What follows belongs to an exercise in optimizing a design on an open flow for small area; a production flow would make more cautious choices. Function was checked by simulation only, so behaviour that the tests miss may differ from the original. Power figures rest on the tool's default switching activity, not on a simulated workload.

==> flow/design.v <==
module display_chronometer #(parameter CLK_DIV = 100) (
    input            clk,
    input            rst,
    input            start,
    input            stop,
    input            restart,
    output [7:0]     hex_display,
    output [3:0]     an
);
   localparam IDLE = 2'd0, RUN = 2'd1, STOP = 2'd2, START = 2'd3;
   localparam [6:0] CNT_0 = 7'b0000001, CNT_1 = 7'b0000010, CNT_TICK = 7'b0111011;
   reg q1, q2;
   always @(posedge clk or posedge rst)
     if (rst) begin q1 <= 1'b0; q2 <= 1'b0; end
     else begin q1 <= start; q2 <= q1; end
   wire b_start   =  q2 & ~restart & ~stop;
   wire b_stop    = ~q2 & ~restart &  stop;
   wire b_restart = ~q2 &  restart & ~stop;
   reg [1:0]  st;
   reg [15:0] value;
   reg [6:0]  cnt;
   reg        wen, ren;
   reg [3:0]  wa;
   reg        busy, a10, we, ack;
   reg [15:0] data;
   reg [15:0] rdata;
   reg        warm0, warm1;
   reg [12:0] dcnt;
   wire [1:0] ph = dcnt[1:0];
   reg        init;                
   reg        cv, cpt, csr;         
   reg        cage1, cage2;        
   reg [3:0]  ca;
   reg        ov;                  
   wire [3:0] oa = ca - 4'd1;
   reg        rp;                  
   reg [15:0] ring0 [0:3];
   reg [15:0] ring1 [0:3];
   reg [15:0] ring2 [0:3];
   reg [15:0] ring3 [0:3];
   wire take_wr  = ~busy & wen;
   wire take_rd  = ~busy & ~wen & ren;
   wire take_wr0 = take_wr & (st == STOP);
   wire ack_now  = busy & ack;
   wire busy_nxt = take_wr | take_rd | (busy & ~ack);
   wire warm_sel = a10 ? warm1 : warm0;
   wire [3:0] ta = wa - 4'd1;      
   wire [1:0] ev_c = ca[1:0] + ph;
   wire [1:0] ev_o = oa[1:0] + ph;
   wire [1:0] ev_t = ta[1:0] + ph;
   wire stay_stop = (st == STOP) & ~b_start & ~b_restart;
   wire tp        = (st == STOP) & b_start & ~busy_nxt;
   wire c_elig    = cage1 ? ~stay_stop : cage2 ? ~tp : 1'b1;
   wire commit_c  = cv & (ev_c == 2'd3) & c_elig;
   wire commit_o  = ov & (ev_o == 2'd3);
   wire [15:0] wsrc = (commit_o | csr) ? rdata : data;
   wire [3:0] wp;
   assign wp[0] = ~init | (commit_c & (ca[3:2] == 2'd0)) | (commit_o & (oa[3:2] == 2'd0));
   assign wp[1] = ~init | (commit_c & (ca[3:2] == 2'd1)) | (commit_o & (oa[3:2] == 2'd1));
   assign wp[2] = ~init | (commit_c & (ca[3:2] == 2'd2)) | (commit_o & (oa[3:2] == 2'd2));
   assign wp[3] = ~init | (commit_c & (ca[3:2] == 2'd3)) | (commit_o & (oa[3:2] == 2'd3));
   reg [15:0] tail;
   always @(*) begin
      case (ta[3:2])
        2'd0: tail = ring0[3];
        2'd1: tail = ring1[3];
        2'd2: tail = ring2[3];
        default: tail = ring3[3];
      endcase
   end
   wire rd_take_w = take_rd;
   wire rd_now    = (rd_take_w | rp) & (ev_t == 2'd3);
   wire byp       = (commit_c & ~cpt & (ca[3:2] == ta[3:2])) | (commit_o & (oa[3:2] == ta[3:2]));
   wire [15:0] sample = byp ? wsrc : tail;
   integer k;
   always @(posedge clk) begin
      ring0[0] <= wp[0] ? wsrc : ring0[3];
      ring1[0] <= wp[1] ? wsrc : ring1[3];
      ring2[0] <= wp[2] ? wsrc : ring2[3];
      ring3[0] <= wp[3] ? wsrc : ring3[3];
      for (k = 1; k < 4; k = k + 1) begin
         ring0[k] <= ring0[k-1];
         ring1[k] <= ring1[k-1];
         ring2[k] <= ring2[k-1];
         ring3[k] <= ring3[k-1];
      end
   end
   always @(posedge clk or posedge rst) begin
      if (rst) begin
         st <= IDLE; wen <= 1'b0; ren <= 1'b0; wa <= 4'd0;
         busy <= 1'b0; ack <= 1'b0; data <= 16'd0;
         warm0 <= 1'b0; warm1 <= 1'b0;
         init <= 1'b0; cv <= 1'b0; csr <= 1'b0; ov <= 1'b0; rp <= 1'b0;
      end else begin
         case (st)
           IDLE: begin
              wen <= ~b_start;
              if (b_start) st <= RUN;
           end
           RUN: begin
              if (b_stop) begin
                 st <= STOP;
                 wen <= 1'b1;
              end else if (b_restart) begin
                 st <= IDLE;
              end else begin
                 wen <= (cnt == CNT_TICK);
              end
           end
           STOP: begin
              wen <= 1'b0;
              if (b_start | b_restart) wa <= wa + 4'd1;
              if (b_start) begin
                 st <= START;
                 ren <= 1'b1;
              end else if (b_restart) begin
                 st <= IDLE;
              end
           end
           START: begin
              ren <= 1'b0;
              if (ack_now) st <= RUN;
           end
         endcase
         if (take_wr) begin
            busy <= 1'b1;
            data <= value;
         end else if (take_rd) begin
            busy <= 1'b1;
         end else if (ack_now) begin
            busy <= 1'b0;
         end
         if (busy & ~ack) begin
            if (warm_sel) ack <= 1'b1;
            else if (a10) warm1 <= 1'b1;
            else warm0 <= 1'b1;
         end else begin
            ack <= 1'b0;
         end
         if (ph == 2'd3) init <= 1'b1;
         if (rd_now) rp <= 1'b0;
         else if (rd_take_w) rp <= 1'b1;
         if (commit_o) ov <= 1'b0;
         if (take_wr0) begin
            if (cv & ~commit_c) ov <= 1'b1;
            cv <= 1'b1;
            csr <= 1'b0;
         end else if (cv) begin
            if (commit_c) cv <= 1'b0;
            if (take_wr) csr <= 1'b1;
         end
      end
   end
   always @(posedge clk) begin
      case (st)
        IDLE: begin
           value <= 16'd0;
           cnt <= CNT_0;
        end
        RUN: begin
           if (~b_stop & ~b_restart) begin
              if (cnt == CNT_TICK) begin
                 value <= value + 16'd1;
                 cnt <= CNT_1;
              end else begin
                 cnt <= {cnt[5:0], cnt[6] ^ cnt[5]};
              end
           end
        end
        START: begin
           if (ren) value <= rdata;
        end
        default: ;
      endcase
      if (take_wr) begin
         a10 <= (st != STOP);
         we <= 1'b1;
      end else if (take_rd) begin
         a10 <= 1'b0;
         we <= 1'b0;
      end
      if (ack_now & we) rdata <= data;
      else if (rd_now) rdata <= sample;
      if (take_wr0) begin
         ca <= wa;
         cage1 <= 1'b1;
         cage2 <= 1'b0;
         cpt <= 1'b0;
      end else if (cv) begin
         cage1 <= 1'b0;
         cage2 <= cage1;
         if (cage2 && tp) cpt <= 1'b1;
      end
   end
   always @(posedge clk or posedge rst)
     if (rst) dcnt <= 13'd0;
     else dcnt <= dcnt + 13'd1;
   reg [3:0] digit;
   reg [3:0] an_r;
   always @(*) begin
      case (dcnt[12:11])
        2'b00: begin digit = data[3:0];   an_r = 4'b1110; end
        2'b01: begin digit = data[7:4];   an_r = 4'b1101; end
        2'b10: begin digit = data[11:8];  an_r = 4'b1011; end
        default: begin digit = data[15:12]; an_r = 4'b0111; end
      endcase
   end
   assign an = an_r;
   reg [6:0] seg;
   always @(*) begin
      case (digit)
        4'h0: seg = 7'b1000000;
        4'h1: seg = 7'b1111001;
        4'h2: seg = 7'b0100100;
        4'h3: seg = 7'b0110000;
        4'h4: seg = 7'b0011001;
        4'h5: seg = 7'b0010010;
        4'h6: seg = 7'b0000010;
        4'h7: seg = 7'b1111000;
        4'h8: seg = 7'b0000000;
        4'h9: seg = 7'b0010000;
        4'ha: seg = 7'b0001000;
        4'hb: seg = 7'b0000011;
        4'hc: seg = 7'b1000110;
        4'hd: seg = 7'b0100001;
        4'he: seg = 7'b0000110;
        default: seg = 7'b0001110;
      endcase
   end
   assign hex_display = {1'b1, seg};
endmodule
==> flow/flow/run.sh <==
#!/bin/bash
# Layout flow: the standard layout (standard.sh) with these changes:
#  * synthesis runs synth_recipe.tcl with an area-oriented abc mapping script
#    (flow/synth.tcl, flow/area.abc); everything else in it is unchanged;
#  * clock tree: clkbuf_4 buffers, clusters of at most 10 sinks, no dummy
#    loads;
#  * port buffers (every input and output still gets one) are buf_1 cells
#    instead of the default clkdlybuf4s50_1.
# Each tool's output: flow_synth.log and flow_make.log here, and ORFS's own
# per-step logs under orfs/logs/.
set -euo pipefail
W=$(pwd)
export FLOW_WORK=$W
export FLOW_ABC_SCRIPT=$W/flow/area.abc
# synthesis only, with our script; standard.sh then finds it done
make -C "$FLOW_HOME" DESIGN_CONFIG="$FLOW_CONFIG" WORK_HOME="$W/orfs" CLKGATE_MAP_FILE= \
  SYNTH_SCRIPT="$W/flow/synth.tcl" synth > flow_synth.log 2>&1
export CTS_ARGS="-sink_clustering_enable -repair_clock_nets -dont_use_dummy_load -buf_list sky130_fd_sc_hd__clkbuf_4 -sink_clustering_size 10 -sink_clustering_max_diameter 35"
export BUFFER_PORTS_ARGS="-buffer_cell sky130_fd_sc_hd__buf_1"
bash standard.sh > flow_make.log 2>&1
==> flow/flow/area.abc <==
&get -n
&st
&dch
&nf -C 32 -p -R 100 -F 10 -A 10 -a
&put
==> flow/flow/synth.tcl <==
# The standard synthesis (synth_recipe.tcl, unchanged), with only the abc
# technology-mapping script swapped for an area-oriented one (flow/area.abc).
# Registers are mapped before abc runs, so they come out as in the standard
# synthesis.
proc abc {args} {
  set i [lsearch -exact $args -script]
  if {$i >= 0} { lset args [expr {$i + 1}] $::env(FLOW_ABC_SCRIPT) }
  yosys abc {*}$args
}
source $::env(FLOW_WORK)/synth_recipe.tcl
==> flow/standard.sh <==
#!/bin/bash
# synth_recipe.tcl (not shown) runs the flow's synth.tcl, then flattens the netlist and writes it again
# the make line also repeats each setting of config.mk as NAME=value (left out here)
make -C /OpenROAD-flow-scripts/flow DESIGN_CONFIG=/design/flow/config.mk WORK_HOME=/design/flow/orfs CLKGATE_MAP_FILE= SYNTH_SCRIPT=/design/flow/synth_recipe.tcl "${@:-finish}"
==> flow/config.mk <==
export PLATFORM = sky130hd
export DESIGN_NAME = display_chronometer
export DESIGN_NICKNAME = display_chronometer
export VERILOG_FILES = /design/flow/design.v
export SDC_FILE = /design/flow/constraint.sdc
export NUM_CORES = 4
export LEC_CHECK = 0
export CAP_MARGIN = 0
export CORE_MARGIN = 2
export CORE_UTILIZATION = 40
export SLEW_MARGIN = 0
==> flow/constraint.sdc <==
create_clock -name core_clock -period 10.0 [get_ports {clk}]
set_input_delay 2.0000 -clock core_clock [delete_from_list [all_inputs] [get_ports {clk}]]
set_output_delay 2.0000 -clock core_clock [all_outputs]
set_load 0.01 [all_outputs]
==> results.toml, run 1 <==
[clocking]
htreeDepth = 2
clk_root_buffer_cell = "clkbuf_4"
clk_pin_slew_worst_paths_ps = 100
ctsResizeCount = 0
cts_setup_buffers = 0
cts_buffer_depth = 3
cts_hold_buf = 0
cts_made_buffers = 50
clock_latency_ps = 710
cts_tree = "done"
cts.sinks = 352

[worst_setup_path]
rr_worst_depth = 8
worstPathMaxFanout = 10
setup.worst_path.start_class = "register"
crit_path_end_kind = "primary output"
r2r_end = "ring1[0][11]"
rr_startpoint = "busy"
critPathArrivalTime_ps = 2940
cp_data_required_time_ps = 8000
reg2reg_slack_ps = 6430
crit_type = "reg2out"

[route]
wl_per_cell_um = 16.2
post_drt_via_cell_ratio = 5.03
drc = 0
routed_wl_um = 21300
vias = 6619
first_pass_iters = 6
ant_nets = 0
first_iter_violations = 583

[global_route]
antenna_found_initial = 1
grt_max_degree = 49
grt_pass1_vias = 6513
grt_pass1_wl_um = 34500
track_usage_pct = 15.2
overflow = 0

[worst_hold_path]
worstHoldPathType = "reg2reg"
whs_endpoint = "ring2[3][12]"
hold_start = "ring2[2][12]"
holdPathStages = 0

[power_and_ir_drop]
irDropWorstVdd_v = 0.0000907
switchingPower_uw = 1270
p_int_uw = 2520
power_density_mw_per_mm2 = 317
power.leakage_uw = 0.00501
clkPwrFrac_pct = 17.2
pwr-share-seq_pct = 56.1
p_comb_share_pct = 26.7
p_sw_share_pct = 33.4

[logic_synthesis]
netlist_area_mm2 = 0.0110
synth_area_leader_cell = "dfxtp_1"
synth_area_per_cell_um2 = 12.2
synthCells = 895
synth_cell_type_count = 45
synth_edf_count = 44
synth_nets = 919
synthDominantCellAreaShare_pct = 47.5
ys_async_sr_fraction_pct = 13.6
ys_warn_count = 5
ys.flop_type = "dfxtp_1"
ys_seq_area_share_pct = 70.5
synthTopCellsByArea = "dfxtp_1 48%, edfxtp_1 12%, dfrtp_1 11%"
ys_ff_latch = 352

[sta]
rsz0062_at_grt = "no"
fin_crit_ps = 4940
hold_viol = 0
slew_viol_final = 0
fin_skew_ps = 117
slew_headroom_pct = 34.5
fin_crit_sh_pct = 49.4
fin_ws_ps = 5060
worst_slew_pin_slew_ps = 983
clock.fmax_mhz = 203
setup-tns-final_ps = 0
setup_viol_count_final = 0

[cells_and_area]
drive_above_1_share_pct = 7.81
syn2layout_area_growth_pct = 9.05
stdcell_count = 1315
final_cell_mix = "260 x dfxtp_1, 150 x nand2_1, 86 x o21ai_0, 50 x clkbuf_4, 48 x dfrtp_1"
final_common_cell = "dfxtp_1"
fin_nets = 999

[place]
globalplace.congestion = 0.829
dp.cells = 1264
numPortBuffers = 15
dp_slack_ps = 5020
dp_hpwl_um = 13400

[die]
io_pins = 17
rows = 60
core-area_mm2 = 0.0270
die_y_um = 169
die_area_mm2 = 0.0287
die_w_um = 169
start_util_pct = 40.6

[job]
max_cap_viol_count = 0

[run_status]
outcome = "no timing/DRC/antenna violations"
[flip-flops by register name, indices dropped and copies added, names as in the netlist, 2 cells and up]
name   flops
cnt        7
ca         4
dcnt      13
value     16
ring1     64
data      16
wa         4
ring0     64
st         2
ring2     64
rdata     16
ring3     64
[layout make-up]
type                    instances  area (µm²)
diodes                          1        2.50
clock buffers                  50         375
fillers                      2500       15000
inverters                      17        63.8
multi-input cells             525        3190
flip-flops and latches        352        7730
well taps                     341         427
repair buffers                 29         161
[worst max-delay path by stage]
stage	startpoint	end	cells past startpoint
final	dcnt[11]	hex_display[4]	6
after global routing	dcnt[11]	hex_display[4]	6
after CTS	dcnt[11]	hex_display[4]	6
after floorplan	restart	ring0[0][0]	7
after global placement	stop	ring1[0][15]	9
after detailed placement	stop	ring1[0][11]	9
[stage by stage]
stage / util [%] / hold WS, ps / total power, µW / cell area [µm²]
2_1_floorplan: - / 310 / 2780 / 11000
3_3_place_gp: 42.9 / 310 / 3140 / 11600
3_5_place_dp: 42.9 / 312 / 3170 / 11600
4_1_cts: 44.3 / 290 / 3820 / 11900
5_1_grt: 44.3 / 300 / 4040 / 11900
6_report: 44.3 / 289 / 3790 / 11900
[per-layer routing]
| metal | vias to the layer above | track usage (%) | wire, µm |
|---|---|---|---|
| met2 | 152 | 24.0 | 9400 |
| met5 | - | 0 | 0 |
| met3 | 41 | 3.03 | 961 |
| li1 | 3289 | - | - |
| met1 | 3137 | 21.0 | 10400 |
| met4 | 0 | 4.83 | 493 |
[worst max-delay path, stage by stage (launching register included)]
cell and delay, ps:
dfrtp_1 680, mux4_2 700, ha_1 250, nand2_1 50
o21ai_0 70, o21ai_0 330, buf_1 210
[Yosys cell counts (17+ instances only)]
library cell,instances
dfxtp_1,260
nand2_1,150
o21ai_0,87
a21oi_1,48
dfrtp_1,48
edfxtp_1,44
nor2_1,31
xnor2_1,22
mux2i_1,21
ha_1,19
clkinv_1,17
[logic make-up (layout without fill, tap and decap cells)]
group	count (synthesis)	in the layout	synth area share, %
fa+ha+maj	19	19	2.17
compound gates	201	201	11.3
mux	25	25	2.74
xor+xnor	36	36	2.88
buf+inv	18	96	0.651
other cells	1	2	0.0342
flops	352	352	70.5
simple gates	243	243	9.70
[power by group through the flow]
stage | Clock, µW | Combinational (µW) | Sequential, µW
after floorplan | 0 | 714 | 2070
after global placement | 0 | 996 | 2140
after detailed placement | 0 | 1020 | 2150
after CTS | 678 | 1020 | 2120
after global routing | 736 | 1140 | 2170
final | 650 | 1010 | 2120
==> inputs of run 2 (changes only) <==
--- a/flow/design.v
+++ b/flow/design.v
@@ -73,7 +73,15 @@
    wire byp       = (commit_c & ~cpt & (ca[3:2] == ta[3:2])) | (commit_o & (oa[3:2] == ta[3:2]));
    wire [15:0] sample = byp ? wsrc : tail;
    integer k;
-   always @(posedge clk) begin
+   always @(posedge clk or posedge rst) begin
+     if (rst) begin
+      for (k = 0; k < 4; k = k + 1) begin
+         ring0[k] <= 16'd0;
+         ring1[k] <= 16'd0;
+         ring2[k] <= 16'd0;
+         ring3[k] <= 16'd0;
+      end
+     end else begin
       ring0[0] <= wp[0] ? wsrc : ring0[3];
       ring1[0] <= wp[1] ? wsrc : ring1[3];
       ring2[0] <= wp[2] ? wsrc : ring2[3];
@@ -84,6 +92,7 @@
          ring2[k] <= ring2[k-1];
          ring3[k] <= ring3[k-1];
       end
+     end
    end
    always @(posedge clk or posedge rst) begin
       if (rst) begin
@@ -151,7 +160,11 @@
          end
       end
    end
-   always @(posedge clk) begin
+   always @(posedge clk or posedge rst) begin
+     if (rst) begin
+      value <= 16'd0; cnt <= CNT_0; a10 <= 1'b0; we <= 1'b0; rdata <= 16'd0;
+      ca <= 4'd0; cage1 <= 1'b0; cage2 <= 1'b0; cpt <= 1'b0;
+     end else begin
       case (st)
         IDLE: begin
            value <= 16'd0;
@@ -191,6 +204,7 @@
          cage2 <= cage1;
          if (cage2 && tp) cpt <= 1'b1;
       end
+     end
    end
    always @(posedge clk or posedge rst)
      if (rst) dcnt <= 13'd0;
==> results.toml, run 2 <==
[run_status]
outcome = "no timing/DRC/antenna violations"

[logic_synthesis]
ys_warn_count = 5
ys.flop_type = "dfrtp_1"
ys_ff_latch = 352
synth_nets = 982
netlist_area_mm2 = 0.0124
synth_area_per_cell_um2 = 12.9
synth_edf_count = 0
synth_common_cells = "351 x dfrtp_1, 180 x nand2_1, 73 x o21ai_0"
ys_async_sr_fraction_pct = 100
synthCells = 958
synth_area_leader_cell = "dfrtp_1"
yosysMostFrequentCell = "dfrtp_1"
synthDominantCellAreaShare_pct = 71.0
synthTopCellsByArea = "dfrtp_1 71%, nand2_1 5.5%, o21ai_0 3.0%"
synth_cell_type_count = 46
ys_seq_area_share_pct = 71.2

[sta]
fin_hold_ws_ps = 286
setup_viol_count_final = 0
fin_ws_ps = 5150
slew_headroom_pct = 28.7
clock.fmax_mhz = 206
setup-tns-final_ps = 0
fin_crit_sh_pct = 48.5
rsz0062_at_grt = "no"
hold_viol = 0
slew_viol_final = 0
fin_skew_ps = 79.5
fin_crit_ps = 4850
worst_slew_pin_slew_ps = 1070

[power_and_ir_drop]
clkPwrFrac_pct = 18.5
power_density_mw_per_mm2 = 267
switchingPower_uw = 1290
pwr-share-seq_pct = 51.5
p_comb_share_pct = 30.0
finalPower_uw = 3600
power.leakage_uw = 0.00538
p_int_uw = 2310
p_sw_share_pct = 35.8
irDropWorstVdd_v = 0.000143

[route]
routed.top_layer = "met4"
met1_length_um = 12100
wl_per_cell_um = 17.0
first_pass_iters = 6
dr_wl_met3_um = 1040
drc = 0
first_iter_violations = 505
routed_wl_um = 24400
ant_nets = 0
vias = 7403
post_drt_via_cell_ratio = 5.16
routed-wl-met2_um = 10700

[worst_hold_path]
holdPathStages = 0
hold_start = "q1"
whs_endpoint = "q2"
worstHoldPathType = "reg2reg"

[global_route]
grt_pass1_vias = 7539
antenna_found_initial = 1
overflow = 0
grt_pass1_wl_um = 40800
grt_max_degree = 178
track_usage_pct = 15.6

[worst_setup_path]
rr_startpoint = "q2"
r2r_end = "rdata[15]"
crit_chain = "mux4_2, clkinv_1, ha_1, a21oi_1, o21ai_0, nand2_1, buf_1"
critPathArrivalTime_ps = 2850
cp_slowest_cell = "dfrtp_1"
worstPathMaxFanout = 10
cp_data_required_time_ps = 8000
reg2reg_slack_ps = 6490
crit_type = "reg2out"
crit_path_end_kind = "primary output"
max_stage_delay_ps = 660
rr_worst_depth = 9
setup.worst_path.start_class = "register"

[clocking]
htreeDepth = 2
clk_root_buffer_cell = "clkbuf_4"
clock_latency_ps = 710
cts_made_buffers = 50
cts_setup_buffers = 0
cts_tree = "done"
cts_buffer_depth = 3
ctsResizeCount = 0
cts.sinks = 352
clk_pin_slew_worst_paths_ps = 100
cts_hold_buf = 0

[die]
rows = 64
die_y_um = 180
start_util_pct = 40.6
core-area_mm2 = 0.0305
io_pins = 17
die_area_mm2 = 0.0324
die_w_um = 180

[place]
dp_hpwl_um = 14900
numPortBuffers = 15
globalplace.congestion = 0.780
place_area_mm2 = 0.0131
dp_slack_ps = 4880

[job]
max_cap_viol_count = 0

[cells_and_area]
final_common_cell = "dfrtp_1"
stdcell_area_mm2 = 0.0135
fin_nets = 1063
final_cell_mix = "351 x dfrtp_1, 180 x nand2_1, 73 x o21ai_0, 52 x nor2_1, 50 x clkbuf_4"
drive_above_1_share_pct = 7.81
syn2layout_area_growth_pct = 8.92
[run 2: changes by cell type after synthesis, moves of 16 or more]
cell       before  now
nor2_1         31   54
a221o_1         0   16
nand2_1       150  180
a2111oi_0       0   16
dfrtp_1        48  351
edfxtp_1       44    0
dfxtp_1       260    0
[run 2: power by group through the flow]
| stage | Sequential, µW | Combinational (µW) | Clock (µW) |
|---|---|---|---|
| detailed placement | 1880 | 1080 | 0 |
| finish | 1850 | 1080 | 666 |
| global route | 1880 | 1220 | 763 |
| floorplan | 1820 | 786 | 0 |
| global placement | 1870 | 1060 | 0 |
| CTS | 1850 | 1090 | 701 |
[run 2: worst max path at each step]
stage,cells past startpoint,slack (ps),to,from
floorplan,1,1460,a10,rst
global placement,10,4940,rdata[15],restart
detailed placement,10,4880,rdata[15],restart
CTS,7,5050,hex_display[3],dcnt[11]
global route,8,4860,hex_display[0],dcnt[11]
finish,7,5150,hex_display[3],dcnt[11]
[run 2: per-stage QoR]
| step | util, % | cells |
|---|---|---|
| 5_1_grt | 44.2 | 1434 |
| 4_1_cts | 44.2 | 1433 |
| 3_5_place_dp | 42.9 | 1383 |
| 2_1_floorplan | - | 958 |
| 6_report | 44.2 | 1434 |
| 3_3_place_gp | 42.9 | 1383 |
[run 2: worst max-delay path: cells and delay by family (launching register included)]
kind	cells	cell delay [ps]
simple gates	1	80
fa+ha+maj	1	240
mux	1	650
flops	1	660
buf+inv	2	280
compound gates	2	260
[run 2: cell families (layout without fill, tap and decap cells)]
group                      Yosys count  count (layout)  share of synthesized area, %
other                                1               2                        0.0303
DFF                                352             352                          71.2
buffers and inverters               18              97                         0.576
and+or+nand+nor                    311             311                          10.9
adders and majority gates           19              19                          1.92
xor gates and xnor gates            36              36                          2.55
muxes                               22              22                          2.18
AOI/OAI and AO/OA                  199             199                          10.7
[run 2: final cells by class]
| type | count | area (µm²) |
|---|---|---|
| antenna | 1 | 2.50 |
| fill | 2769 | 17000 |
| tap | 396 | 495 |
| inverter | 17 | 71.3 |
| clock buffer | 50 | 375 |
| sequential | 352 | 8810 |
| multi-input combinational | 588 | 3540 |
| timing repair buffer | 30 | 181 |
[run 2: routing by layer]
layer | track usage, % | vias to the layer above
met4 | 4.13 | 0
met5 | 0 | -
met1 | 23.3 | 3717
met2 | 23.3 | 128
met3 | 3.08 | 51
li1 | - | 3507
==> inputs of run 3 (changes only) <==
--- a/flow/design.v
+++ b/flow/design.v
@@ -73,15 +73,7 @@
    wire byp       = (commit_c & ~cpt & (ca[3:2] == ta[3:2])) | (commit_o & (oa[3:2] == ta[3:2]));
    wire [15:0] sample = byp ? wsrc : tail;
    integer k;
-   always @(posedge clk or posedge rst) begin
-     if (rst) begin
-      for (k = 0; k < 4; k = k + 1) begin
-         ring0[k] <= 16'd0;
-         ring1[k] <= 16'd0;
-         ring2[k] <= 16'd0;
-         ring3[k] <= 16'd0;
-      end
-     end else begin
+   always @(posedge clk) begin
       ring0[0] <= wp[0] ? wsrc : ring0[3];
       ring1[0] <= wp[1] ? wsrc : ring1[3];
       ring2[0] <= wp[2] ? wsrc : ring2[3];
@@ -92,7 +84,6 @@
          ring2[k] <= ring2[k-1];
          ring3[k] <= ring3[k-1];
       end
-     end
    end
    always @(posedge clk or posedge rst) begin
       if (rst) begin
@@ -160,11 +151,7 @@
          end
       end
    end
-   always @(posedge clk or posedge rst) begin
-     if (rst) begin
-      value <= 16'd0; cnt <= CNT_0; a10 <= 1'b0; we <= 1'b0; rdata <= 16'd0;
-      ca <= 4'd0; cage1 <= 1'b0; cage2 <= 1'b0; cpt <= 1'b0;
-     end else begin
+   always @(posedge clk) begin
       case (st)
         IDLE: begin
            value <= 16'd0;
@@ -204,7 +191,6 @@
          cage2 <= cage1;
          if (cage2 && tp) cpt <= 1'b1;
       end
-     end
    end
    always @(posedge clk or posedge rst)
      if (rst) dcnt <= 13'd0;
==> flow/flow/run.sh (replaced) <==
#!/bin/bash
# Layout flow: the standard layout (standard.sh) with these changes:
#  * synthesis runs synth_recipe.tcl with an area-oriented abc mapping script
#    (flow/synth.tcl, flow/area.abc); everything else in it is unchanged;
#  * clock tree: clkbuf_4 buffers, clusters of at most 10 sinks within 70 um, no dummy
#    loads;
#  * port buffers (every input and output still gets one) are buf_1 cells
#    instead of the default clkdlybuf4s50_1.
# Each tool's output: flow_synth.log and flow_make.log here, and ORFS's own
# per-step logs under orfs/logs/.
set -euo pipefail
W=$(pwd)
export FLOW_WORK=$W
export FLOW_ABC_SCRIPT=$W/flow/area.abc
# synthesis only, with our script; standard.sh then finds it done
make -C "$FLOW_HOME" DESIGN_CONFIG="$FLOW_CONFIG" WORK_HOME="$W/orfs" CLKGATE_MAP_FILE= \
  SYNTH_SCRIPT="$W/flow/synth.tcl" synth > flow_synth.log 2>&1
export CTS_ARGS="-sink_clustering_enable -repair_clock_nets -dont_use_dummy_load -buf_list sky130_fd_sc_hd__clkbuf_4 -sink_clustering_size 10 -sink_clustering_max_diameter 70"
export BUFFER_PORTS_ARGS="-buffer_cell sky130_fd_sc_hd__buf_1"
bash standard.sh > flow_make.log 2>&1
==> results.toml, run 3 <==
[run_status]
outcome = "no timing/DRC/antenna violations"

[clocking]
ctsResizeCount = 0
cts_tree = "done"
cts_buffer_depth = 3
clk_pin_slew_worst_paths_ps = 100
cts_setup_buffers = 0
cts_made_buffers = 41
htreeDepth = 2
cts_hold_buf = 0
clk_root_buffer_cell = "clkbuf_4"
clock_latency_ps = 660
cts.sinks = 352

[route]
post_drt_via_cell_ratio = 5.05
routed_wl_um = 21100
first_iter_violations = 581
dr_wl_met3_um = 900
ant_nets = 0
drc = 0
met1_length_um = 10300
routed.top_layer = "met4"
vias = 6600
routed-wl-met2_um = 9340
first_pass_iters = 5
wl_per_cell_um = 16.2

[logic_synthesis]
ys_seq_area_share_pct = 70.5
ys_warn_count = 5
synth_common_cells = "260 x dfxtp_1, 150 x nand2_1, 87 x o21ai_0"
netlist_area_mm2 = 0.0110
synthTopCellsByArea = "dfxtp_1 48%, edfxtp_1 12%, dfrtp_1 11%"
yosysMostFrequentCell = "dfxtp_1"
synth_area_leader_cell = "dfxtp_1"
ys_ff_latch = 352
ys_async_sr_fraction_pct = 13.6
ys.flop_type = "dfxtp_1"
synth_cell_type_count = 45
synthDominantCellAreaShare_pct = 47.5
synth_edf_count = 44
synthCells = 895
synth_area_per_cell_um2 = 12.2
synth_nets = 919

[cells_and_area]
stdcell_count = 1306
final_common_cell = "dfxtp_1"
drive_above_1_share_pct = 6.95
syn2layout_area_growth_pct = 8.43
fillers = 2492
fin_nets = 990
final_cell_mix = "260 x dfxtp_1, 150 x nand2_1, 86 x o21ai_0, 48 x dfrtp_1, 46 x a21oi_1"

[worst_setup_path]
rr_worst_depth = 8
cp_data_required_time_ps = 8000
cp-startpoint = "dcnt[11]"
r2r_end = "ring1[0][9]"
cp_slowest_cell = "mux4_2"
crit_path_end_kind = "primary output"
cp-endpoint = "hex_display[4]"
worstPathMaxFanout = 10
worst-path-stages = 6
crit_chain = "mux4_2, ha_1, nand2_1, o21ai_0, o21ai_0, buf_1"
max_stage_delay_ps = 700
setup.worst_path.start_class = "register"
critPathTopFamily = "multiplexers"
rr_startpoint = "busy"
reg2reg_slack_ps = 6440
crit_type = "reg2out"
path_common_cell = "o21ai_0"
crit_buf_inv = 1
critPathArrivalTime_ps = 2920

[global_route]
grt_pass1_wl_um = 34300
antenna_found_initial = 1
grt_pass1_vias = 6481
track_usage_pct = 15.1
overflow = 0
grt_max_degree = 49

[place]
globalplace.congestion = 0.829
dp_hpwl_um = 13400
dp.cells = 1264
numPortBuffers = 15

[sta]
fin_crit_sh_pct = 49.2
setup-tns-final_ps = 0
clock.fmax_mhz = 203
setup_viol_count_final = 0
slew_headroom_pct = 34.6
rsz0062_at_grt = "no"
slew_viol_final = 0
fin_skew_ps = 63.5
fin_crit_ps = 4920
worst_slew_pin_slew_ps = 980
hold_viol = 0

[power_and_ir_drop]
irDropWorstVdd_v = 0.0000821
p_int_uw = 2480
p_comb_share_pct = 27.2
clkPwrFrac_pct = 16.1
switchingPower_uw = 1260
power_density_mw_per_mm2 = 315
finalPower_uw = 3740
pwr-share-seq_pct = 56.8
p_sw_share_pct = 33.6
power.leakage_uw = 0.00497

[die]
die_area_mm2 = 0.0287
start_util_pct = 40.6
rows = 60
io_pins = 17
die_y_um = 169
core-area_mm2 = 0.0270
die_w_um = 169

[worst_hold_path]
hold_start = "ring1[1][13]"
worstHoldPathType = "reg2reg"
holdPathStages = 0

[job]
max_cap_viol_count = 0
[run 3: worst min path at each step]
stage                               to  slack, ps
after floorplan            ring0[1][0]        310
after global placement    ring0[3][13]        310
after detailed placement   ring0[1][5]        310
after CTS                 ring1[2][13]        310
after global routing      ring1[2][13]        300
final                     ring1[2][13]        310
[run 3: cell type report]
type | count | area (µm²) | area share [%]
clock buffer | 41 | 308 | 2.59
tap | 341 | 427 | 3.59
inverter | 17 | 63.8 | 0.537
multi-input combinational | 525 | 3190 | 26.8
sequential | 352 | 7730 | 65.1
timing repair buffer | 29 | 161 | 1.36
antenna | 1 | 2.50 | 0.0211
[run 3: cells by family (layout without fill, tap and decap cells)]
group	after synthesis	after routing	share of synthesized area [%]
adders and majority gates	19	19	2.17
and+or+nand+nor	243	243	9.70
muxes	25	25	2.74
buffers and inverters	18	87	0.651
DFF	352	352	70.5
xor gates and xnor gates	36	36	2.88
AOI/OAI and AO/OA	201	201	11.3
other	1	2	0.0342
[run 3: metal layers]
layer	GRT usage [%]	up-vias
li1	-	3272
met1	21.2	3163
met2	24.0	121
met3	2.43	44
met4	5.24	0
met5	0	-
[run 3: through the flow]
step	hold WS, ps	instance area [µm²]	util, %	worst slack (ps)
CTS	306	11900	44.1	4930
global placement	310	11600	42.9	5140
detailed placement	312	11600	42.9	5020
global route	304	11900	44.1	4850
finish	311	11900	44.1	5080
floorplan	310	11000	-	3860
[run 3: power by group through the flow]
stage	Clock, µW	Sequential, µW	Combinational (µW)
detailed placement	0	2150	1020
global placement	0	2140	996
global route	680	2170	1140
finish	600	2120	1020
floorplan	0	2070	714
CTS	628	2120	1020
==> inputs of run 4 (changes only) <==
--- a/flow/design.v
+++ b/flow/design.v
@@ -30,7 +30,9 @@
    reg        init;                
    reg        cv, cpt, csr;         
    reg        cage1, cage2;        
-   reg [3:0]  ca;
+   reg        xs;                  
+   wire       exit_now = (st == STOP) & (b_start | b_restart);
+   wire [3:0] ca = xs ? wa - 4'd1 : wa;    
    reg        ov;                  
    wire [3:0] oa = ca - 4'd1;
    reg        rp;                  
@@ -182,13 +184,14 @@
       if (ack_now & we) rdata <= data;
       else if (rd_now) rdata <= sample;
       if (take_wr0) begin
-         ca <= wa;
+         xs <= exit_now;
          cage1 <= 1'b1;
          cage2 <= 1'b0;
          cpt <= 1'b0;
       end else if (cv) begin
          cage1 <= 1'b0;
          cage2 <= cage1;
+         if (exit_now) xs <= 1'b1;
          if (cage2 && tp) cpt <= 1'b1;
       end
    end
==> results.toml, run 4 <==
[die]
die_y_um = 169
start_util_pct = 40.6
die_area_mm2 = 0.0285
io_pins = 17
die_w_um = 169
rows = 60
core-area_mm2 = 0.0268

[clocking]
clock_latency_ps = 640
cts_setup_buffers = 0
cts.sinks = 349
cts_made_buffers = 40
clk_root_buffer_cell = "clkbuf_4"
htreeDepth = 2
cts_hold_buf = 0
ctsResizeCount = 0
cts_tree = "done"
cts_buffer_depth = 3
clk_pin_slew_worst_paths_ps = 100

[logic_synthesis]
synthTopCellsByArea = "dfxtp_1 48%, edfxtp_1 11%, dfrtp_1 11%"
synthSimpleGateAreaFrac_pct = 9.93
synthDominantCellAreaShare_pct = 47.8
synth-compound-area-share_pct = 11.7
yosysMostFrequentCell = "dfxtp_1"
synth_nets = 926
ys_async_sr_fraction_pct = 13.8
synth_fa_ha_area_share_pct = 2.07
synth_area_leader_cell = "dfxtp_1"
synth.area.mux_share_pct = 2.86
ys_ff_latch = 349
netlist_area_mm2 = 0.0109
synth-xor-area-share_pct = 2.58
synth_edf_count = 41
synth_area_per_cell_um2 = 12.1
synth_top_family_by_area = "compound AO/OA/AOI/OAI gates"
synthCells = 903
synth_cell_type_count = 44
synth_common_cells = "260 x dfxtp_1, 172 x nand2_1, 110 x o21ai_0"
ys_seq_area_share_pct = 70.2
ys_warn_count = 5
ys.flop_type = "dfxtp_1"

[power_and_ir_drop]
p_sw_share_pct = 34.1
power_density_mw_per_mm2 = 288
irDropWorstVdd_v = 0.000138
switchingPower_uw = 1150
power.leakage_uw = 0.00451
clkPwrFrac_pct = 17.6
pwr-share-seq_pct = 56.4
p_comb_share_pct = 26.0
p_int_uw = 2230

[sta]
hold_viol = 0
fin_hold_ws_ps = 311
rsz0062_at_grt = "no"
fin_crit_sh_pct = 49.3
clock.fmax_mhz = 203
slew_headroom_pct = 23.4
worst_slew_pin_slew_ps = 1150
slew_viol_final = 0
fin_crit_ps = 4930
setup-tns-final_ps = 0
fin_skew_ps = 45.8
setup_viol_count_final = 0

[worst_setup_path]
crit_type = "reg2out"
rr_startpoint = "wa[0]"
cp_slowest_cell = "dfrtp_1"
reg2reg_slack_ps = 6430
setup.worst_path.start_class = "register"
max_stage_delay_ps = 740
cp_data_required_time_ps = 8000
r2r_end = "rdata[0]"
crit_path_end_kind = "primary output"
worstPathMaxFanout = 10
crit_chain = "mux4_2, ha_1, mux2_1, nand2_1, o21ai_0, buf_1"
rr_worst_depth = 12
critPathArrivalTime_ps = 2930

[worst_hold_path]
whs_endpoint = "ring0[2][5]"
hold_start = "ring0[1][5]"
worstHoldPathType = "reg2reg"
holdPathStages = 0

[place]
dp_hpwl_um = 12700
numPortBuffers = 15
globalplace.congestion = 0.802

[route]
post_drt_via_cell_ratio = 5.00
wl_per_cell_um = 15.9
drc = 0
ant_nets = 0
routed_wl_um = 20900
vias = 6541
first_iter_violations = 528
first_pass_iters = 6

[global_route]
track_usage_pct = 15.0
grt_pass1_wl_um = 34200
antenna_found_initial = 1
grt_max_degree = 49
overflow = 0
grt_pass1_vias = 6446

[run_status]
outcome = "no timing/DRC/antenna violations"

[cells_and_area]
final_common_cell = "dfxtp_1"
fin_nets = 991
fillers = 2494
final_cell_mix = "260 x dfxtp_1, 172 x nand2_1, 110 x o21ai_0, 48 x dfrtp_1, 41 x edfxtp_1"
drive_above_1_share_pct = 6.31
syn2layout_area_growth_pct = 8.01

[job]
max_cap_viol_count = 0
-- run 4: changes by cell type after synthesis, moves of 4 or more --
cell / change
a21o_1: -14
nand2_1: +22
o22a_1: +15
a21oi_1: -12
o31ai_1: +4
a221oi_1: -14
nor2_1: -15
o21ai_0: +23
-- run 4: worst max path at each step --
stage                     startpoint             end  slack (ps)
after global routing        dcnt[11]  hex_display[3]        4890
after floorplan              restart    ring0[0][15]        4980
after global placement       restart    ring1[0][15]        5330
after detailed placement     restart    ring1[0][15]        5240
final                       dcnt[11]  hex_display[0]        5070
after CTS                   dcnt[11]  hex_display[0]        5030
-- run 4: power groups by stage --
stage               Clock, µW  Sequential (µW)  Combinational [µW]
floorplan                   0             1870                 619
global placement            0             1930                 868
detailed placement          0             1930                 886
CTS                       623             1910                 887
global route              676             1940                 985
finish                    595             1910                 879
-- run 4: layout make-up --
type | instances | area (µm²) | share of cell area [%]
repair buffers | 24 | 124 | 1.05
flip-flops and latches | 349 | 7640 | 65.0
inverters | 17 | 63.8 | 0.543
diodes | 1 | 2.50 | 0.0213
multi-input cells | 536 | 3200 | 27.2
well taps | 341 | 427 | 3.63
clock buffers | 40 | 300 | 2.55
-- run 4: worst max-delay path, delay by kind of cell, from the launching register on --
kind	cells	cell delay [ps]
AO/OA/AOI/OAI	1	90
adder cells (fa/ha/maj)	1	290
buffers and inverters	1	140
flip-flops	1	740
multiplexers	2	980
AND/OR/NAND/NOR	1	60
-- run 4: per-stage QoR --
step	area [µm²]	util (%)	std cells	worst slack, ps	total power, µW
after global placement	11500	42.7	1267	5330	2800
after CTS	11800	43.9	1307	5030	3420
final	11800	43.9	1308	5070	3380
after detailed placement	11500	42.7	1267	5240	2820
after floorplan	10900	-	903	4980	2490
after global routing	11800	43.9	1308	4890	3600
-- run 4: kinds of logic (layout without fill, tap and decap cells) --
group,count (synthesis),after routing
adder cells (fa/ha/maj),18,18
multiplexers,26,26
XOR/XNOR,32,32
buffers and inverters,18,81
other,1,2
AO/OA/AOI/OAI,210,210
AND/OR/NAND/NOR,249,249
flip-flops,349,349
-- run 4: routing by layer --
layer	vias up	global-route usage, %	routed length [µm]
li1	3286	-	-
met1	3094	21.4	10400
met4	0	5.06	474
met3	40	3.09	917
met2	121	22.9	9100
met5	-	0	0
==> inputs of run 5 (changes only) <==
==> flow/flow/run.sh (replaced) <==
#!/bin/bash
# Layout flow: the standard layout (standard.sh) with these changes:
#  * synthesis runs synth_recipe.tcl with an area-oriented abc mapping script
#    (flow/synth.tcl, flow/area.abc); everything else in it is unchanged;
#  * clock tree: clkbuf_4 buffers, clusters of at most 10 sinks within 35 um, no dummy
#    loads;
#  * port buffers (every input and output still gets one) are buf_1 cells
#    instead of the default clkdlybuf4s50_1.
# Each tool's output: flow_synth.log and flow_make.log here, and ORFS's own
# per-step logs under orfs/logs/.
set -euo pipefail
W=$(pwd)
export FLOW_WORK=$W
export FLOW_ABC_SCRIPT=$W/flow/area.abc
# synthesis only, with our script; standard.sh then finds it done
make -C "$FLOW_HOME" DESIGN_CONFIG="$FLOW_CONFIG" WORK_HOME="$W/orfs" CLKGATE_MAP_FILE= \
  SYNTH_SCRIPT="$W/flow/synth.tcl" synth > flow_synth.log 2>&1
export CTS_ARGS="-sink_clustering_enable -repair_clock_nets -dont_use_dummy_load -buf_list sky130_fd_sc_hd__clkbuf_4 -sink_clustering_size 10 -sink_clustering_max_diameter 35"
export BUFFER_PORTS_ARGS="-buffer_cell sky130_fd_sc_hd__buf_1"
bash standard.sh > flow_make.log 2>&1
==> results.toml, run 5 <==
[clocking]
htreeDepth = 2
cts_buffer_depth = 3
cts_setup_buffers = 0
clk_pin_slew_worst_paths_ps = 100
cts.sinks = 349
cts_tree = "done"
cts_hold_buf = 0
ctsResizeCount = 0
clock_latency_ps = 670
cts_made_buffers = 48
clk_root_buffer_cell = "clkbuf_4"

[sta]
setup_viol_count_final = 0
worst_slew_pin_slew_ps = 1160
hold_viol = 0
fin_hold_ws_ps = 285
slew_viol_final = 0
slew_headroom_pct = 22.4
rsz0062_at_grt = "no"
fin_ws_ps = 5060
fin_skew_ps = 79.1
clock.fmax_mhz = 203
setup-tns-final_ps = 0
fin_crit_sh_pct = 49.4
fin_crit_ps = 4940

[die]
die_area_mm2 = 0.0285
start_util_pct = 40.6
die_w_um = 169
rows = 60
io_pins = 17
die_y_um = 169
core-area_mm2 = 0.0268

[logic_synthesis]
yosysMostFrequentCell = "dfxtp_1"
synth_area_per_cell_um2 = 12.1
synthDominantCellAreaShare_pct = 47.8
ys_seq_area_share_pct = 70.2
synthTopCellsByArea = "dfxtp_1 48%, edfxtp_1 11%, dfrtp_1 11%"
ys_ff_latch = 349
synth_edf_count = 41
ys_warn_count = 5
synth_common_cells = "260 x dfxtp_1, 172 x nand2_1, 110 x o21ai_0"
ys.flop_type = "dfxtp_1"
synth_cell_type_count = 44
synthCells = 903
netlist_area_mm2 = 0.0109
ys_async_sr_fraction_pct = 13.8
synth_area_leader_cell = "dfxtp_1"
synth_nets = 926

[global_route]
track_usage_pct = 15.2
grtUsageMet2_pct = 23.1
met1_usage_pct = 21.3
top_usage_layer = "met2"
grt_use_met3_pct = 3.20
overflow = 0
grt_pass1_vias = 6576
antenna_found_initial = 1
grt_pass1_wl_um = 34400
grt_max_degree = 49

[place]
place_area_mm2 = 0.0115
dp_hpwl_um = 12700
numPortBuffers = 15
globalplace.congestion = 0.802
dp_slack_ps = 5240

[worst_setup_path]
crit_path_end_kind = "primary output"
crit_type = "reg2out"
r2r_end = "rdata[0]"
cp_slowest_cell = "dfrtp_1"
rr_worst_depth = 12
critPathTopFamily = "multiplexers"
worstPathMaxFanout = 10
critPathArrivalTime_ps = 2940
rr_startpoint = "wa[0]"
cp-startpoint = "dcnt[11]"
crit_buf_inv = 1
setup.worst_path.start_class = "register"
cp-endpoint = "hex_display[0]"
worst-path-stages = 6
max_stage_delay_ps = 720
cp_data_required_time_ps = 8000
reg2reg_slack_ps = 6440
crit_chain = "mux4_2, ha_1, mux2_1, nand2_1, o21ai_0, buf_1"

[route]
routed_wl_um = 20900
ant_nets = 0
vias = 6607
first_pass_iters = 5
post_drt_via_cell_ratio = 5.02
first_iter_violations = 451
drc = 0
wl_per_cell_um = 15.9

[worst_hold_path]
worstHoldPathType = "reg2reg"
holdPathStages = 0

[power_and_ir_drop]
power_density_mw_per_mm2 = 290
power.leakage_uw = 0.00455
irDropWorstVdd_v = 0.000117
finalPower_uw = 3430

[cells_and_area]
final_cell_mix = "260 x dfxtp_1, 172 x nand2_1, 110 x o21ai_0, 48 x dfrtp_1, 48 x clkbuf_4"
fillers = 2492
stdcell_area_mm2 = 0.0118
fin_nets = 999
drive_above_1_share_pct = 7.08
final_common_cell = "dfxtp_1"
syn2layout_area_growth_pct = 8.59

[run_status]
outcome = "no timing/DRC/antenna violations"

[job]
max_cap_viol_count = 0
-- run 5: worst reg2reg max path: cells and delay by family, from the launching register on --
family | cells | cell delay, ps
multiplexers | 1 | 430
buffers and inverters | 2 | 400
AND/OR/NAND/NOR | 3 | 740
AO/OA/AOI/OAI | 3 | 490
XOR/XNOR | 2 | 440
flip-flops | 1 | 470
adder cells (fa/ha/maj) | 1 | 350
-- run 5: worst min-delay path by stage --
stage                  from            to  slack [ps]
6_report        ring2[1][1]   ring2[2][1]         280
5_1_grt         ring2[1][1]   ring2[2][1]         290
3_3_place_gp   ring0[0][15]  ring0[1][15]         310
3_5_place_dp   ring0[0][14]  ring0[1][14]         310
2_1_floorplan   ring0[0][0]   ring0[1][0]         310
4_1_cts         ring2[1][1]   ring2[2][1]         280
-- run 5: power by group --
| group | switching [µW] | internal [µW] | total, µW |
|---|---|---|---|
| sequential | 169 | 1740 | 1910 |
| combinational | 576 | 305 | 881 |
| clock | 419 | 220 | 639 |
-- run 5: area by class of cell --
class                   count  area (µm²)  area share (%)
repair buffers             24         124            1.05
flip-flops and latches    349        7640            64.6
multi-input cells         536        3200            27.1
clock buffers              48         360            3.05
well taps                 341         427            3.61
diodes                      2        5.00          0.0423
inverters                  17        63.8           0.540
-- run 5: routing by layer --
metal | up-vias | part of all wire [%]
met5 | - | 0
met4 | 0 | 2.6
met3 | 45 | 5.0
met2 | 135 | 44
met1 | 3117 | 49
li1 | 3310 | -
-- run 5: kinds of logic after synthesis --
logic type / count (synthesis) / share of synthesized area, %
compound gates: 210 / 11.7
other cells: 1 / 0.0345
simple gates: 249 / 9.93
flops: 349 / 70.2
buf+inv: 18 / 0.655
xor+xnor: 32 / 2.58
mux: 26 / 2.86
fa+ha+maj: 18 / 2.07
-- run 5: through the flow --
step | utilization (%) | cells
6_report | 44.1 | 1317
3_5_place_dp | 42.7 | 1267
2_1_floorplan | - | 903
3_3_place_gp | 42.7 | 1267
5_1_grt | 44.1 | 1317
4_1_cts | 44.1 | 1315
==> inputs of run 6 (changes only) <==
--- a/flow/design.v
+++ b/flow/design.v
@@ -30,9 +30,7 @@
    reg        init;                
    reg        cv, cpt, csr;         
    reg        cage1, cage2;        
-   reg        xs;                  
-   wire       exit_now = (st == STOP) & (b_start | b_restart);
-   wire [3:0] ca = xs ? wa - 4'd1 : wa;    
+   reg [3:0]  ca;
    reg        ov;                  
    wire [3:0] oa = ca - 4'd1;
    reg        rp;                  
@@ -46,7 +44,10 @@
    wire ack_now  = busy & ack;
    wire busy_nxt = take_wr | take_rd | (busy & ~ack);
    wire warm_sel = a10 ? warm1 : warm0;
-   wire [3:0] ta = wa - 4'd1;      
+   reg        lt;                  
+   reg        sk;                  
+   wire       exit_now = (st == STOP) & (b_start | b_restart);
+   wire [3:0] ta = wa - {2'b00, sk, ~sk};    
    wire [1:0] ev_c = ca[1:0] + ph;
    wire [1:0] ev_o = oa[1:0] + ph;
    wire [1:0] ev_t = ta[1:0] + ph;
@@ -93,6 +94,7 @@
          busy <= 1'b0; ack <= 1'b0; data <= 16'd0;
          warm0 <= 1'b0; warm1 <= 1'b0;
          init <= 1'b0; cv <= 1'b0; csr <= 1'b0; ov <= 1'b0; rp <= 1'b0;
+         lt <= 1'b0; sk <= 1'b0;
       end else begin
          case (st)
            IDLE: begin
@@ -140,6 +142,12 @@
             ack <= 1'b0;
          end
          if (ph == 2'd3) init <= 1'b1;
+         if (exit_now) begin
+            sk <= ~(lt | take_wr | take_rd);
+            lt <= 1'b0;
+         end else if (take_wr | take_rd) begin
+            lt <= 1'b1;
+         end
          if (rd_now) rp <= 1'b0;
          else if (rd_take_w) rp <= 1'b1;
          if (commit_o) ov <= 1'b0;
@@ -184,14 +192,13 @@
       if (ack_now & we) rdata <= data;
       else if (rd_now) rdata <= sample;
       if (take_wr0) begin
-         xs <= exit_now;
+         ca <= wa;
          cage1 <= 1'b1;
          cage2 <= 1'b0;
          cpt <= 1'b0;
       end else if (cv) begin
          cage1 <= 1'b0;
          cage2 <= cage1;
-         if (exit_now) xs <= 1'b1;
          if (cage2 && tp) cpt <= 1'b1;
       end
    end
==> results.toml, run 6 <==
[run_status]
outcome = "no timing/DRC/antenna violations"

[sta]
fin_skew_ps = 95.9
hold_viol = 0
fin_ws_ps = 5100
rsz0062_at_grt = "no"
fin_crit_sh_pct = 49.0
clock.fmax_mhz = 204
slew_headroom_pct = 28.3
fin_crit_ps = 4900
setup-tns-final_ps = 0
setup_viol_count_final = 0
worst_slew_pin_slew_ps = 1070
fin_hold_ws_ps = 289
slew_viol_final = 0

[route]
drc = 0
first_iter_violations = 436
vias = 6576
ant_nets = 0
routed_wl_um = 21100
first_pass_iters = 5
wl_per_cell_um = 15.9
post_drt_via_cell_ratio = 4.96

[clocking]
clock_latency_ps = 690
cts_tree = "done"
ctsResizeCount = 0
cts_made_buffers = 49
clk_pin_slew_worst_paths_ps = 100
htreeDepth = 2
cts_buffer_depth = 3
cts_hold_buf = 0
cts_setup_buffers = 0
clk_root_buffer_cell = "clkbuf_4"
cts.sinks = 354

[logic_synthesis]
synthDominantCellAreaShare_pct = 47.0
synthCells = 874
ys.flop_type = "dfxtp_1"
synth_nets = 900
synth_edf_count = 44
ys_seq_area_share_pct = 70.2
yosysMostFrequentCell = "dfxtp_1"
synthTopCellsByArea = "dfxtp_1 47%, edfxtp_1 12%, dfrtp_1 11%"
synth_area_leader_cell = "dfxtp_1"
synth_cell_type_count = 50
netlist_area_mm2 = 0.0111
synth_common_cells = "260 x dfxtp_1, 102 x nand2_1, 83 x o21ai_0"
ys_async_sr_fraction_pct = 14.1
ys_ff_latch = 354
ys_warn_count = 5
synth_area_per_cell_um2 = 12.7

[power_and_ir_drop]
power_density_mw_per_mm2 = 327
power.leakage_uw = 0.00504
switchingPower_uw = 1360
pwr-share-seq_pct = 50.9
clkPwrFrac_pct = 16.2
p_comb_share_pct = 32.9
finalPower_uw = 3960
p_sw_share_pct = 34.2
irDropWorstVdd_v = 0.000137
p_int_uw = 2610

[worst_setup_path]
setup.worst_path.start_class = "register"
cp_data_required_time_ps = 8000
rr_startpoint = "busy"
critPathArrivalTime_ps = 2900
cp-startpoint = "dcnt[11]"
crit_path_end_kind = "primary output"
crit_type = "reg2out"
worstPathMaxFanout = 10

[die]
die_area_mm2 = 0.0291
die_y_um = 170
core-area_mm2 = 0.0271
io_pins = 17
die_w_um = 170
start_util_pct = 40.9
rows = 60

[cells_and_area]
multi_input_area_mm2 = 0.00326
fin_nets = 980
stdcell_count = 1325
fillers = 2508
seq_area_mm2 = 0.00778
final_cell_mix = "260 x dfxtp_1, 102 x nand2_1, 82 x o21ai_0, 50 x dfrtp_1, 49 x clkbuf_4"
syn2layout_area_growth_pct = 9.39
final_common_cell = "dfxtp_1"
drive_above_1_share_pct = 8.30

[global_route]
grt_pass1_vias = 6442
grt_pass1_wl_um = 34500
track_usage_pct = 15.3
overflow = 0
grt_max_degree = 51
antenna_found_initial = 1

[place]
numPortBuffers = 15
dp.cells = 1275
globalplace.congestion = 0.798
dp_slack_ps = 4700
dp_hpwl_um = 13300

[worst_hold_path]
worstHoldPathType = "reg2reg"
hold_start = "ring0[1][3]"

[job]
max_cap_viol_count = 0
[run 6: cell families (layout without fill, tap and decap cells)]
logic type | count (synthesis) | in the layout | synth area share, %
compound gates | 203 | 203 | 11.5
xor+xnor | 33 | 33 | 2.61
fa+ha+maj | 21 | 21 | 2.44
mux | 42 | 42 | 4.44
other cells | 1 | 2 | 0.0338
flops | 354 | 354 | 70.2
buf+inv | 22 | 100 | 0.779
simple gates | 198 | 198 | 8.03
[run 6: power by group through the flow]
stage / combinational, µW / clock, µW / sequential, µW
floorplan: 933 / 0 / 1980
global placement: 1280 / 0 / 2040
detailed placement: 1300 / 0 / 2050
CTS: 1310 / 673 / 2020
global route: 1460 / 730 / 2060
finish: 1300 / 643 / 2020
[run 6: cell type report]
type	instances	area share, %
Sequential cell	354	64.2
Clock buffer	49	3.03
Timing Repair Buffer	30	1.39
Tap cell	372	3.84
Multi-Input combinational cell	498	26.9
Inverter	21	0.650
Antenna cell	1	0.0206
[run 6: stage by stage]
| step | utilization (%) | area [µm²] |
|---|---|---|
| floorplan | - | 11100 |
| finish | 44.7 | 12100 |
| CTS | 44.7 | 12100 |
| global placement | 43.4 | 11800 |
| global route | 44.7 | 12100 |
| detailed placement | 43.4 | 11800 |
[run 6: final timing paths]
kind / cells past startpoint / slack (ps) / end
setup / recovery: 7 / 5100 / hex_display[3]
hold / removal: 0 / 290 / ring0[2][3]
setup reg to reg: 10 / 6200 / ring1[0][2]
hold reg to reg: 0 / 290 / ring0[2][3]
max in group asynchronous: 3 / 7980 / data[9]
min in group asynchronous: 3 / 1480 / data[6]
[run 6: worst max-delay path, cell delays in order (launching register included)]
cell,delay [ps]
dfrtp_1,700
mux4_2,670
clkinv_1,120
ha_1,230
a21oi_1,180
o21ai_0,110
nand2_1,70
buf_1,150
[run 6: metal layers]
layer / wire length [µm] / vias up / GRT usage (%)
met2: 8980 / 149 / 22.8
met1: 10500 / 3122 / 21.8
met3: 1110 / 51 / 3.30
li1: - / 3254 / -
met5: 0 / - / 0.870
met4: 524 / 0 / 5.61
==> inputs of run 7 (changes only) <==
--- a/flow/config.mk
+++ b/flow/config.mk
@@ -7,5 +7,5 @@
 export LEC_CHECK = 0
 export CAP_MARGIN = 0
 export CORE_MARGIN = 2
-export CORE_UTILIZATION = 40
+export CORE_UTILIZATION = 60
 export SLEW_MARGIN = 0
==> results.toml, run 7 <==
[job]
max_cap_viol_count = 0

[run_status]
outcome = "no timing/DRC/antenna violations"

[logic_synthesis]
synth_area_per_cell_um2 = 12.7
synth_area_leader_cell = "dfxtp_1"
synth_nets = 900
synthDominantCellAreaShare_pct = 47.0
synth_cell_type_count = 50
netlist_area_mm2 = 0.0111
synth_common_cells = "260 x dfxtp_1, 102 x nand2_1, 83 x o21ai_0"
ys_ff_latch = 354
ys_async_sr_fraction_pct = 14.1
synthSimpleGateAreaFrac_pct = 8.03
ys.flop_type = "dfxtp_1"
synthCells = 874
yosysMostFrequentCell = "dfxtp_1"
synthTopCellsByArea = "dfxtp_1 47%, edfxtp_1 12%, dfrtp_1 11%"
synth-compound-area-share_pct = 11.5
synth_fa_ha_area_share_pct = 2.44
synth-xor-area-share_pct = 2.61
ys_seq_area_share_pct = 70.2
synth.area.mux_share_pct = 4.44
ys_warn_count = 5
synth_edf_count = 44
synth_top_family_by_area = "compound AO/OA/AOI/OAI gates"

[global_route]
grt_pass1_wl_um = 35500
grt_max_degree = 51
overflow = 0
track_usage_pct = 22.8
grt_pass1_vias = 6827
antenna_found_initial = 1

[sta]
slew_viol_final = 0
worst_slew_pin_slew_ps = 1420
fin_crit_ps = 4930
rsz0062_at_grt = "no"
setup_viol_count_final = 0
slew_headroom_pct = 5.27
clock.fmax_mhz = 203
fin_crit_sh_pct = 49.3
setup-tns-final_ps = 0
hold_viol = 0
fin_skew_ps = 64.6

[power_and_ir_drop]
p_int_uw = 2590
power.leakage_uw = 0.00500
pwr-share-seq_pct = 51.1
switchingPower_uw = 1370
irDropWorstVdd_v = 0.000172
clkPwrFrac_pct = 15.8
power_density_mw_per_mm2 = 333
finalPower_uw = 3960
p_sw_share_pct = 34.5
p_comb_share_pct = 33.1

[clocking]
clk_pin_slew_worst_paths_ps = 90
cts.sinks = 354
cts_setup_buffers = 0
cts_buffer_depth = 3
cts_hold_buf = 0
clock_latency_ps = 660
cts_tree = "done"
cts_made_buffers = 46
ctsResizeCount = 0
clk_root_buffer_cell = "clkbuf_4"
htreeDepth = 2

[worst_setup_path]
worst-path-stages = 7
crit_buf_inv = 2
crit_path_end_kind = "primary output"
setup.worst_path.start_class = "register"
worstPathMaxFanout = 10
max_stage_delay_ps = 670
cp_data_required_time_ps = 8000
cp_slowest_cell = "mux4_2"
crit_chain = "mux4_2, clkinv_1, ha_1, nand2b_1, o211ai_1, o21ai_0, buf_1"
critPathTopFamily = "multiplexers"
rr_worst_depth = 11
critPathArrivalTime_ps = 2930
crit_type = "reg2out"

[worst_hold_path]
worstHoldPathType = "reg2reg"
holdPathStages = 0

[die]
rows = 49
die_area_mm2 = 0.0196
io_pins = 17
start_util_pct = 61.5
die_w_um = 140
die_y_um = 140
core-area_mm2 = 0.0180

[route]
first_pass_iters = 5
post_drt_via_cell_ratio = 5.68
ant_nets = 0
first_iter_violations = 401
routed_wl_um = 21600
vias = 6673
drc = 0
wl_per_cell_um = 18.4

[cells_and_area]
final_common_cell = "dfxtp_1"
drive_above_1_share_pct = 7.41
fin_nets = 973
final_cell_mix = "260 x dfxtp_1, 102 x nand2_1, 82 x o21ai_0, 50 x dfrtp_1, 46 x clkbuf_4"
stdcell_count = 1175
syn2layout_area_growth_pct = 7.33

[place]
numPortBuffers = 15
dp_hpwl_um = 13900
dp.cells = 1128
globalplace.congestion = 0.827
[run 7: path summary, 6_finish.rpt]
path	start	end	slack, ps
setup / recovery	dcnt[11]	hex_display[0]	5070
hold / removal	ring3[1][15]	ring3[2][15]	290
setup reg to reg	wa[0]	rdata[0]	6210
hold reg to reg	ring3[1][15]	ring3[2][15]	290
max in group asynchronous	rst	dcnt[12]	7700
min in group asynchronous	rst	data[13]	1590
[run 7: power by group through the flow]
stage | clock (µW) | combinational [µW] | sequential (µW)
after floorplan | 0 | 933 | 1980
after global placement | 0 | 1280 | 2040
after detailed placement | 0 | 1330 | 2050
after CTS | 646 | 1330 | 2030
after global routing | 698 | 1460 | 2060
final | 625 | 1310 | 2020
[run 7: final cells by class]
class | count | area, µm²
sequential | 354 | 7780
timing repair buffer | 26 | 139
clock buffer | 46 | 345
inverter | 21 | 78.8
multi-input combinational | 498 | 3260
fill | 1432 | 6130
tap | 229 | 287
antenna | 1 | 2.50
[run 7: through the flow]
stage,setup WS (ps),area [µm²],hold slack (ps),util [%]
floorplan,3850,11100,310,-
global route,4870,11900,297,66.0
detailed placement,4570,11500,312,64.0
CTS,4990,11900,297,65.9
global placement,4790,11500,310,64.0
finish,5070,11900,294,66.0
[run 7: cell families (layout without fill, tap and decap cells)]
logic type | after synthesis | count (layout)
AO/OA/AOI/OAI | 203 | 203
XOR/XNOR | 33 | 33
adder cells (fa/ha/maj) | 21 | 21
buffers and inverters | 22 | 93
flip-flops | 354 | 354
multiplexers | 42 | 42
other | 1 | 2
AND/OR/NAND/NOR | 198 | 198
[run 7: routing by layer]
layer	routed length [µm]	part of all wire, %	global-route usage [%]
met3	962	4.5	4.65
met1	10000	46	31.6
met4	409	1.9	7.00
met5	0	0	0
met2	10200	47	36.7
==> inputs of run 8 (changes only) <==
--- a/flow/design.v
+++ b/flow/design.v
@@ -76,7 +76,15 @@
    wire byp       = (commit_c & ~cpt & (ca[3:2] == ta[3:2])) | (commit_o & (oa[3:2] == ta[3:2]));
    wire [15:0] sample = byp ? wsrc : tail;
    integer k;
-   always @(posedge clk) begin
+   always @(posedge clk or posedge rst) begin
+     if (rst) begin
+      for (k = 0; k < 4; k = k + 1) begin
+         ring0[k] <= 16'd0;
+         ring1[k] <= 16'd0;
+         ring2[k] <= 16'd0;
+         ring3[k] <= 16'd0;
+      end
+     end else begin
       ring0[0] <= wp[0] ? wsrc : ring0[3];
       ring1[0] <= wp[1] ? wsrc : ring1[3];
       ring2[0] <= wp[2] ? wsrc : ring2[3];
@@ -87,6 +95,7 @@
          ring2[k] <= ring2[k-1];
          ring3[k] <= ring3[k-1];
       end
+     end
    end
    always @(posedge clk or posedge rst) begin
       if (rst) begin
@@ -161,7 +170,11 @@
          end
       end
    end
-   always @(posedge clk) begin
+   always @(posedge clk or posedge rst) begin
+     if (rst) begin
+      value <= 16'd0; cnt <= CNT_0; a10 <= 1'b0; we <= 1'b0; rdata <= 16'd0;
+      ca <= 4'd0; cage1 <= 1'b0; cage2 <= 1'b0; cpt <= 1'b0;
+     end else begin
       case (st)
         IDLE: begin
            value <= 16'd0;
@@ -201,6 +214,7 @@
          cage2 <= cage1;
          if (cage2 && tp) cpt <= 1'b1;
       end
+     end
    end
    always @(posedge clk or posedge rst)
      if (rst) dcnt <= 13'd0;
--- a/flow/config.mk
+++ b/flow/config.mk
@@ -7,5 +7,5 @@
 export LEC_CHECK = 0
 export CAP_MARGIN = 0
 export CORE_MARGIN = 2
-export CORE_UTILIZATION = 60
+export CORE_UTILIZATION = 40
 export SLEW_MARGIN = 0
==> results.toml, run 8 <==
[global_route]
grt_max_degree = 169
overflow = 0
track_usage_pct = 15.8
grt_pass1_vias = 7582
grt_pass1_wl_um = 41200
antenna_found_initial = 1

[worst_setup_path]
cp_slowest_cell = "dfrtp_1"
crit_type = "reg2out"
crit_buf_inv = 2
rr_worst_depth = 12
r2r_end = "rdata[4]"
worst-path-stages = 7
reg2reg_slack_ps = 6560
critPathTopFamily = "flip-flops"
cp_data_required_time_ps = 8000
cp-endpoint = "hex_display[3]"
crit_chain = "mux4_2, clkinv_1, ha_1, a21oi_1, o21ai_0, nand2_1, buf_1"
cp-startpoint = "dcnt[11]"
setup.worst_path.start_class = "register"
critPathArrivalTime_ps = 3100
worstPathMaxFanout = 10
rr_startpoint = "wa[0]"
max_stage_delay_ps = 670
crit_path_end_kind = "primary output"

[job]
max_cap_viol_count = 0

[clocking]
clk_pin_slew_worst_paths_ps = 100
clk_root_buffer_cell = "clkbuf_4"
cts_hold_buf = 0
clock_latency_ps = 690
cts_tree = "done"
htreeDepth = 2
ctsResizeCount = 0
cts_setup_buffers = 0
cts_buffer_depth = 3
cts_made_buffers = 57
cts.sinks = 354

[die]
io_pins = 17
die_w_um = 181
start_util_pct = 40.7
rows = 64
core-area_mm2 = 0.0307
die_area_mm2 = 0.0327
die_y_um = 181

[logic_synthesis]
synth_area_per_cell_um2 = 13.0
synth_nets = 984
synth_area_leader_cell = "dfrtp_1"
synthTopCellsByArea = "dfrtp_1 71%, nand2_1 4.2%, o21ai_0 3.2%"
ys_seq_area_share_pct = 70.9
synthDominantCellAreaShare_pct = 70.7
yosysMostFrequentCell = "dfrtp_1"
ys_ff_latch = 354
synth_edf_count = 0
ys.flop_type = "dfrtp_1"
netlist_area_mm2 = 0.0125
synth_cell_type_count = 51
synthCells = 958
synth_common_cells = "353 x dfrtp_1, 140 x nand2_1, 79 x o21ai_0"
ys_async_sr_fraction_pct = 100
ys_warn_count = 5

[sta]
rsz0062_at_grt = "no"
worst_slew_pin_slew_ps = 998
clock.fmax_mhz = 196
slew_headroom_pct = 33.5
fin_crit_ps = 5100
fin_skew_ps = 72.8
fin_crit_sh_pct = 51.0
setup_viol_count_final = 0
hold_viol = 0
setup-tns-final_ps = 0
fin_ws_ps = 4900
slew_viol_final = 0

[place]
dp_hpwl_um = 15300
dp_slack_ps = 5070
globalplace.congestion = 0.767
numPortBuffers = 15

[run_status]
outcome = "no timing/DRC/antenna violations"

[cells_and_area]
final_common_cell = "dfrtp_1"
drive_above_1_share_pct = 8.24
syn2layout_area_growth_pct = 9.16
fin_nets = 1072
final_cell_mix = "353 x dfrtp_1, 140 x nand2_1, 79 x o21ai_0, 65 x nor2_1, 60 x a21oi_1"

[power_and_ir_drop]
irDropWorstVdd_v = 0.000102
power.leakage_uw = 0.00578
power_density_mw_per_mm2 = 273

[route]
vias = 7428
first_iter_violations = 483
drc = 0
post_drt_via_cell_ratio = 5.15
wl_per_cell_um = 17.0
routed_wl_um = 24500
ant_nets = 0
first_pass_iters = 5

[worst_hold_path]
worstHoldPathType = "reg2reg"
holdPathStages = 0
==> run 8: cell types whose count changed in the layout (fill, tap and decap cells not counted), moves of 13 or more <==
cell,before,now
edfxtp_1,44,0
a21o_1,16,0
nor2_1,36,65
nand2_1,102,140
dfrtp_1,50,353
dfxtp_1,260,0
a221oi_1,13,0
a22oi_1,0,14
a21oi_1,45,60
==> run 8: layout make-up <==
cell class                 instances  area [µm²]
antenna                            1        2.50
inverter                          20        82.6
timing repair buffer              30         181
tap                              396         495
fill                            2784       17000
multi-input combinational        583        3590
clock buffer                      57         428
sequential                       354        8860
==> run 8: worst min path at each step <==
stage          slack [ps]           end    startpoint
2_1_floorplan         330            q2            q1
3_3_place_gp          330  ring3[3][15]  ring3[2][15]
3_5_place_dp          330            q2            q1
4_1_cts               290   ring1[3][9]   ring1[2][9]
5_1_grt               290   ring1[3][9]   ring1[2][9]
6_report              290   ring1[3][9]   ring1[2][9]
==> run 8: kinds of logic after synthesis <==
group,Yosys count,share of synthesized area [%]
multiplexers,43,4.04
other,1,0.0300
flip-flops,354,70.9
AO/OA/AOI/OAI,216,10.6
AND/OR/NAND/NOR,268,9.22
XOR/XNOR,34,2.38
buffers and inverters,21,0.661
adder cells (fa/ha/maj),21,2.16
==> run 8: per-stage QoR <==
step	instance area [µm²]	cells	utilization (%)	total power [µW]	hold WS (ps)
4_1_cts	13600	1440	44.5	3790	292
2_1_floorplan	12500	958	-	2660	331
5_1_grt	13600	1441	44.5	4030	293
3_5_place_dp	13200	1383	43.1	3070	335
6_report	13600	1441	44.5	3730	293
3_3_place_gp	13200	1383	43.1	3040	331
==> run 8: layer usage <==
layer  track usage [%]  vias to the layer above  share of wire [%]
met5                 0                        -                  0
met4              5.00                        0                2.3
met3              3.10                       58                4.5
met2              23.2                      148                 44
met1              23.6                     3688                 49
li1                  -                     3534                  -
==> run 8: report_power, final <==
group          internal [µW]  switching [µW]  leakage [µW]
registers               1650             183       0.00396
clock network            259             443      0.000262
logic                    458             734       0.00155

Check on run 8: ideal ports give 4.898 ns setup slack; a clkbuf_16 on the clock port and buf_2 on the inputs give 4.858 ns; moving port delays by the midpoint clock arrival (0.707 ns) as well gives 5.078 ns.
